This design comes from an exercise in tuning for small area on the open sky130 flow, not from production work. Where RTL was checked, it was by simulation tests only, not by an equivalence proof against the original. No activity file was given, so power comes from the tool's default toggle rates.

==> try-xenon: inputs <==
==> flow/design.v <==
module counter (
    input  logic clk,
    input  logic rst_n,
    output logic tick
);
logic [5:0] u;
assign tick = (u == 6'd20);
always_ff @(posedge clk or negedge rst_n) begin
    if (!rst_n)
        u <= 6'd52;
    else
        u <= {u[4:0], u[5] ^ u[4] ^ tick};
end
endmodule
module fifo (
    input  logic       clk,
    input  logic       rst_n,
    input  logic       wr,
    input  logic [7:0] w_data,
    input  logic       rd,
    output logic [7:0] r_data,
    output logic       full,
    output logic       empty
);
logic [7:0] mem [0:15];
logic [4:0] p;
logic [3:0] hp;
logic       pend;
assign empty = p[4];
assign full  = ~p[4] & (&p[3:0]);
wire push = wr & ~full;
wire pop  = rd & ~empty;
wire ins  = pend & (hp == 4'(-p[3:0]));
always_ff @(posedge clk) begin
    for (int j = 0; j < 15; j++)
        mem[j] <= mem[j+1];
    mem[15] <= ins ? w_data : mem[0];
end
always_ff @(posedge clk or negedge rst_n) begin
    if (!rst_n) begin
        p    <= 5'b11111;
        hp   <= 4'd0;
        pend <= 1'b0;
    end else begin
        if (push & ~pop)
            p <= p + 5'd1;
        else if (pop & ~push)
            p <= p - 5'd1;
        hp <= hp - {3'b000, ~pop};
        if (push)
            pend <= 1'b1;
        else if (ins)
            pend <= 1'b0;
    end
end
wire        selb = pend & (p == 5'd0);
logic [15:0] sel;
always_comb
    for (int i = 0; i < 16; i++)
        sel[i] = ~selb & (hp == 4'(i));
for (genvar j = 0; j < 8; j++) begin : g_col
    logic [15:0] d;
    for (genvar i = 0; i < 16; i++) begin : g_bit
        assign d[i] = mem[i][j];
    end
    rd_col u_col (.sel(sel), .d(d), .selb(selb), .b(w_data[j]), .y(r_data[j]));
end
endmodule
module fifo_tx (
    input  logic       clk,
    input  logic       rst_n,
    input  logic       wr,
    input  logic [7:0] w_data,
    input  logic       rd,
    output logic [7:0] head,
    output logic       full,
    output logic       empty
);
logic [7:0]  mem [0:15];
logic [15:0] v;
logic [15:0] m;
assign full  = &v;
assign empty = ~|v;
assign head  = mem[0];
always_comb begin
    m[0] = ~v[0] | rd;
    for (int i = 1; i < 16; i++)
        m[i] = ~v[i] | m[i-1];
end
always_ff @(posedge clk) begin
    for (int i = 0; i < 15; i++)
        if (m[i]) mem[i] <= mem[i+1];
    if (m[15]) mem[15] <= w_data;
end
always_ff @(posedge clk or negedge rst_n) begin
    if (!rst_n)
        v <= '0;
    else begin
        for (int i = 0; i < 15; i++)
            if (m[i]) v[i] <= v[i+1];
        if (m[15]) v[15] <= wr & ~full;
    end
end
endmodule
module rd_col (
    input  logic [15:0] sel,
    input  logic [15:0] d,
    input  logic        selb,
    input  logic        b,
    output logic        y
);
logic [5:0] t;
for (genvar g = 0; g < 5; g++) begin : g_aoi
    aoi222 u (.a0(sel[3*g]),   .b0(d[3*g]),
              .a1(sel[3*g+1]), .b1(d[3*g+1]),
              .a2(sel[3*g+2]), .b2(d[3*g+2]), .y(t[g]));
end
assign t[5] = ~((sel[15] & d[15]) | (selb & b));
assign y = ~&t;
endmodule
module aoi222 (
    input  logic a0, b0, a1, b1, a2, b2,
    output logic y
);
assign y = ~((a0 & b0) | (a1 & b1) | (a2 & b2));
endmodule
module uart_rx (
    input  logic       clk,
    input  logic       rst_n,
    input  logic       rx,
    input  logic       s_tick,
    output logic       rx_done_tick,
    output logic [7:0] dout
);
localparam logic [1:0] IDLE = 2'd0, START = 2'd1, DATA = 2'd2, STOP = 2'd3;
logic [1:0] state;
logic [3:0] s;
logic [7:0] b;
wire last = s_tick & (&s);
always_ff @(posedge clk or negedge rst_n) begin
    if (!rst_n)
        state <= IDLE;
    else case (state)
        IDLE:  if (~rx) state <= START;
        START: if (last) state <= DATA;
        DATA:  if (last & b[0]) state <= STOP;
        STOP:  if (last) state <= IDLE;
    endcase
end
always_ff @(posedge clk) begin
    if (state == IDLE)
        s <= 4'd8;
    else
        s <= s + {3'd0, s_tick};
end
always_ff @(posedge clk) begin
    if (state == START && last)
        b <= 8'h80;
    else if (state == DATA && last)
        b <= {rx, b[7:1]};
end
assign rx_done_tick = (state == STOP) & last;
assign dout = b;
endmodule
module uart_tx (
    input  logic       clk,
    input  logic       rst_n,
    input  logic       tx_start,
    input  logic       s_tick,
    input  logic [7:0] din,
    output logic       tx_done_tick,
    output logic       tx
);
localparam logic [1:0] IDLE = 2'd0, START = 2'd1, DATA = 2'd2, STOP = 2'd3;
logic [1:0] state;
logic [6:0] ns;    
wire last = s_tick & (&ns[3:0]);
always_ff @(posedge clk or negedge rst_n) begin
    if (!rst_n)
        state <= IDLE;
    else case (state)
        IDLE:  if (tx_start) state <= START;
        START: if (last) state <= DATA;
        DATA:  if (last & (&ns[6:4])) state <= STOP;
        STOP:  if (last) state <= IDLE;
    endcase
end
always_ff @(posedge clk) begin
    if (state == IDLE)
        ns <= 7'b111_0000;
    else if (s_tick)
        ns <= ns + 7'd1;
end
always_comb begin
    case (state)
        START:   tx = 1'b0;
        DATA:    tx = din[ns[6:4]];
        default: tx = 1'b1;
    endcase
end
assign tx_done_tick = (state == STOP) & last;
endmodule
module uart_module #(
    parameter int BIT_TICKS = 54
)(
    input logic clk,
    input logic rst_n,
    input logic rx,
    input logic rd_uart,
    input logic [7:0] w_data,
    input logic wr_uart,
    output logic tx,
    output logic [7:0] r_data,
    output logic rx_empty,
    output logic tx_full
);
logic s_tick;
logic [7:0] dout;
logic rx_done_tick;
logic tx_done_tick;
logic [7:0] din;
logic tx_fifo_empty;
counter u_baud_rate_generator (
    .clk(clk),
    .rst_n(rst_n),
    .tick(s_tick)
);
uart_rx u_reciever (
    .clk(clk),
    .rst_n(rst_n),
    .rx(rx),
    .s_tick(s_tick),
    .dout(dout),
    .rx_done_tick(rx_done_tick)
);
fifo u_reciever_fifo (
    .clk(clk),
    .rst_n(rst_n),
    .w_data(dout),
    .wr(rx_done_tick),
    .r_data(r_data),
    .rd(rd_uart),
    .empty(rx_empty),
    .full()
);
uart_tx u_tranciever (
    .clk(clk),
    .rst_n(rst_n),
    .tx(tx),
    .din(din),
    .s_tick(s_tick),
    .tx_done_tick(tx_done_tick),
    .tx_start(!tx_fifo_empty)
);
fifo_tx u_tranciever_fifo (
    .clk(clk),
    .rst_n(rst_n),
    .w_data(w_data),
    .wr(wr_uart),
    .rd(tx_done_tick),
    .empty(tx_fifo_empty),
    .full(tx_full),
    .head(din)
);
endmodule
==> flow/flow/run.sh <==
#!/bin/bash
# Standard layout with three changes: after floorplan every cell gets the
# smallest size of its family (flow/downsize.tcl); port buffers are buf_1;
# the clock tree is built from clkbuf_4 with larger sink clusters and no
# dummy loads.
set -euo pipefail
export POST_FLOORPLAN_TCL="$PWD/flow/downsize.tcl"
export BUFFER_PORTS_ARGS="-buffer_cell sky130_fd_sc_hd__buf_1"
export CTS_ARGS="-sink_clustering_enable -repair_clock_nets -dont_use_dummy_load -buf_list sky130_fd_sc_hd__clkbuf_4 -root_buf sky130_fd_sc_hd__clkbuf_2 -tree_buf sky130_fd_sc_hd__clkbuf_2 -sink_clustering_size 12 -sink_clustering_max_diameter 40"
bash standard.sh > standard_flow.log 2>&1
==> flow/flow/downsize.tcl <==
set db [ord::get_db]
set block [ord::get_db_block]
set dont_use {}
if { [info exists ::env(DONT_USE_CELLS)] } {
  set dont_use $::env(DONT_USE_CELLS)
}
array set fam {}
foreach lib [$db getLibs] {
  foreach m [$lib getMasters] {
    set n [$m getName]
    if { [regexp {^(sky130_fd_sc_hd__[a-z0-9]+)_([0-9]+)$} $n -> base sz] } {
      if { [lsearch -exact $dont_use $n] < 0 } {
        lappend fam($base) $m
      }
    }
  }
}
set swapped 0
set saved 0
foreach inst [$block getInsts] {
  set m [$inst getMaster]
  set n [$m getName]
  if { ![regexp {^(sky130_fd_sc_hd__[a-z0-9]+)_([0-9]+)$} $n -> base sz] } {
    continue
  }
  if { ![info exists fam($base)] } {
    continue
  }
  set best $m
  set bw [$m getWidth]
  foreach c $fam($base) {
    if { [$c getWidth] < $bw } {
      set best $c
      set bw [$c getWidth]
    }
  }
  if { $best ne $m } {
    set saved [expr { $saved + [$m getWidth] - $bw }]
    $inst swapMaster $best
    incr swapped
  }
}
puts "downsize: swapped $swapped cells, saved width [expr { $saved / 1000.0 }] um"
==> flow/standard.sh <==
#!/bin/bash
# synth_recipe.tcl (not shown) runs the flow's synth.tcl, then flattens the netlist and writes it again
# the make line also repeats each setting of config.mk as NAME=value (left out here)
make -C /OpenROAD-flow-scripts/flow DESIGN_CONFIG=/design/flow/config.mk WORK_HOME=/design/flow/orfs CLKGATE_MAP_FILE= SYNTH_SCRIPT=/design/flow/synth_recipe.tcl "${@:-finish}"
==> flow/config.mk <==
export PLATFORM = sky130hd
export DESIGN_NAME = uart_module
export DESIGN_NICKNAME = uart_module
export VERILOG_FILES = /design/flow/design.v
export SDC_FILE = /design/flow/constraint.sdc
export NUM_CORES = 4
export LEC_CHECK = 0
export CAP_MARGIN = 20
export CORE_MARGIN = 2
export CORE_UTILIZATION = 70
export SLEW_MARGIN = 20
export SYNTH_HIERARCHICAL = 1
==> flow/constraint.sdc <==
create_clock -name core_clock -period 10.0 [get_ports {clk}]
set_input_delay 2.0000 -clock core_clock [delete_from_list [all_inputs] [get_ports {clk}]]
set_output_delay 2.0000 -clock core_clock [all_outputs]
set_load 0.01 [all_outputs]
==> try-nickel (differences from try-xenon) <==
==> flow/design.v, changed modules only <==
module counter #(
    parameter int BIT_TICKS = 54
)(
    input  logic clk,
    input  logic rst_n,
    output logic tick
);
logic [5:0] u;
assign tick = (u == 6'(BIT_TICKS + 1));
always_ff @(posedge clk or negedge rst_n) begin
    if (!rst_n)
        u <= 6'd0;
    else if (tick)
        u <= 6'd1;
    else
        u <= u + 6'd1;
end
endmodule
module fifo (
    input  logic       clk,
    input  logic       rst_n,
    input  logic       wr,
    input  logic [7:0] w_data,
    input  logic       rd,
    output logic [7:0] r_data,
    output logic       full,
    output logic       empty
);
logic [7:0] mem [0:15];
logic [4:0] p;
assign empty = p[4];
assign full  = ~p[4] & (&p[3:0]);
wire push = wr & ~full;
wire pop  = rd & ~empty;
always_ff @(posedge clk) begin
    if (push) begin
        mem[0] <= w_data;
        for (int i = 1; i < 16; i++)
            mem[i] <= mem[i-1];
    end
end
always_ff @(posedge clk or negedge rst_n) begin
    if (!rst_n)
        p <= 5'b11111;
    else if (push & ~pop)
        p <= p + 5'd1;
    else if (pop & ~push)
        p <= p - 5'd1;
end
logic [15:0] sel;
always_comb begin
    for (int i = 0; i < 16; i++)
        sel[i] = (p[3:0] == 4'(i));
    r_data = '0;
    for (int i = 0; i < 16; i++)
        r_data = r_data | (mem[i] & {8{sel[i]}});
end
endmodule
module uart_rx (
    input  logic       clk,
    input  logic       rst_n,
    input  logic       rx,
    input  logic       s_tick,
    output logic       rx_done_tick,
    output logic [7:0] dout
);
localparam logic [1:0] IDLE = 2'd0, START = 2'd1, DATA = 2'd2, STOP = 2'd3;
logic [1:0] state;
logic [3:0] s;
logic [7:0] b;
wire last = s_tick & (&s);
always_ff @(posedge clk or negedge rst_n) begin
    if (!rst_n)
        state <= IDLE;
    else case (state)
        IDLE:  if (~rx) state <= START;
        START: if (last) state <= DATA;
        DATA:  if (last & b[0]) state <= STOP;
        STOP:  if (last) state <= IDLE;
    endcase
end
always_ff @(posedge clk) begin
    if (state == IDLE)
        s <= 4'd8;
    else if (s_tick)
        s <= s + 4'd1;
end
always_ff @(posedge clk) begin
    if (state == IDLE)
        b <= 8'h80;
    else if (state == DATA && last)
        b <= {rx, b[7:1]};
end
assign rx_done_tick = (state == STOP) & last;
assign dout = b;
endmodule
module uart_module #(
    parameter int BIT_TICKS = 54
)(
    input logic clk,
    input logic rst_n,
    input logic rx,
    input logic rd_uart,
    input logic [7:0] w_data,
    input logic wr_uart,
    output logic tx,
    output logic [7:0] r_data,
    output logic rx_empty,
    output logic tx_full
);
logic s_tick;
logic [7:0] dout;
logic rx_done_tick;
logic tx_done_tick;
logic [7:0] din;
logic tx_fifo_empty;
counter #(.BIT_TICKS(BIT_TICKS)) u_baud_rate_generator (
    .clk(clk),
    .rst_n(rst_n),
    .tick(s_tick)
);
uart_rx u_reciever (
    .clk(clk),
    .rst_n(rst_n),
    .rx(rx),
    .s_tick(s_tick),
    .dout(dout),
    .rx_done_tick(rx_done_tick)
);
fifo u_reciever_fifo (
    .clk(clk),
    .rst_n(rst_n),
    .w_data(dout),
    .wr(rx_done_tick),
    .r_data(r_data),
    .rd(rd_uart),
    .empty(rx_empty),
    .full()
);
uart_tx u_tranciever (
    .clk(clk),
    .rst_n(rst_n),
    .tx(tx),
    .din(din),
    .s_tick(s_tick),
    .tx_done_tick(tx_done_tick),
    .tx_start(!tx_fifo_empty)
);
fifo_tx u_tranciever_fifo (
    .clk(clk),
    .rst_n(rst_n),
    .w_data(w_data),
    .wr(wr_uart),
    .rd(tx_done_tick),
    .empty(tx_fifo_empty),
    .full(tx_full),
    .head(din)
);
endmodule
// module rd_col removed
// module aoi222 removed
==> flow/run.sh (new file) <==
#!/bin/bash
# synth_recipe.tcl (not shown) runs the flow's synth.tcl, then flattens the netlist and writes it again
# the make line also repeats each setting of config.mk as NAME=value (left out here)
make -C /OpenROAD-flow-scripts/flow DESIGN_CONFIG=/design/flow/config.mk WORK_HOME=/design/flow/orfs CLKGATE_MAP_FILE= SYNTH_SCRIPT=/design/flow/synth_recipe.tcl finish
--- a/flow/config.mk
+++ b/flow/config.mk
@@ -9,4 +9,4 @@
 export CORE_MARGIN = 2
-export CORE_UTILIZATION = 70
+export CORE_UTILIZATION = 40
+export CTS_BUF_LIST = sky130_fd_sc_hd__clkbuf_4
 export SLEW_MARGIN = 20
-export SYNTH_HIERARCHICAL = 1
removed: flow/flow/run.sh
removed: flow/flow/downsize.tcl
removed: flow/standard.sh
==> notes <==
Between try-xenon and try-nickel, the lower sequential power is in try-xenon (gap about 7%, measured against try-nickel).
Of try-xenon and try-nickel, try-xenon has the higher sequential share of layout area (gap 7.3 points).
Between try-xenon and try-nickel, the lower non-clock buffer count is in try-xenon (gap 1).
Against try-xenon, the total power of try-nickel is larger by 40%.
In try-nickel the combinational power is higher than in try-xenon, by 52%.
==> figures <==
quantity                                                          try-xenon      try-nickel
Buffer cell driving the clock tree root                            clkbuf_2        clkbuf_4
Place WS                                                            5.00 ns         4.99 ns
Met3 layer usage reported by global route                             7.01%           3.43%
Run status                                                   finished clean  finished clean
Leak                                                                3.90 nW         4.84 nW
Cell area after placement                                        10100 um^2      12200 um^2
Fraction of layout instances using a drive strength above 1           8.70%           20.2%
Clk pwr                                                          0.000491 W       0.00111 W
Met2 Routed Length                                                  7.56 mm         9.15 mm
Synthesized area                                                  9950 um^2      11600 um^2
Worst hold margin                                                  0.311 ns        0.409 ns
Function not checked in try-nickel: the RTL went through the layout flow alone.

[afterwards: timing with drivers on the ports]
In the flow no input, the clock included, has a driving cell. The finished layouts below were timed again as built, in two steps. Step 1 assumes that a clkbuf_16 drives the clock port and a buf_2 every other input. Step 2 also shifts input and output timing later by t, the mid clock arrival at the registers, as if the neighbouring blocks saw the same clock. a / b / c = ideal ports / drivers / drivers and shift; a / b = the first two.
run | t (ns) | slack for setup (ns) | latest minus earliest clock arrival (ns)
try-xenon | 0.738 | 4.207 / 4.172 / 4.910 | 0.055 / 0.056
try-nickel | 0.697 | 4.260 / 4.215 / 4.912 | 0.030 / 0.030
After both steps setup and hold are still met in every run listed.
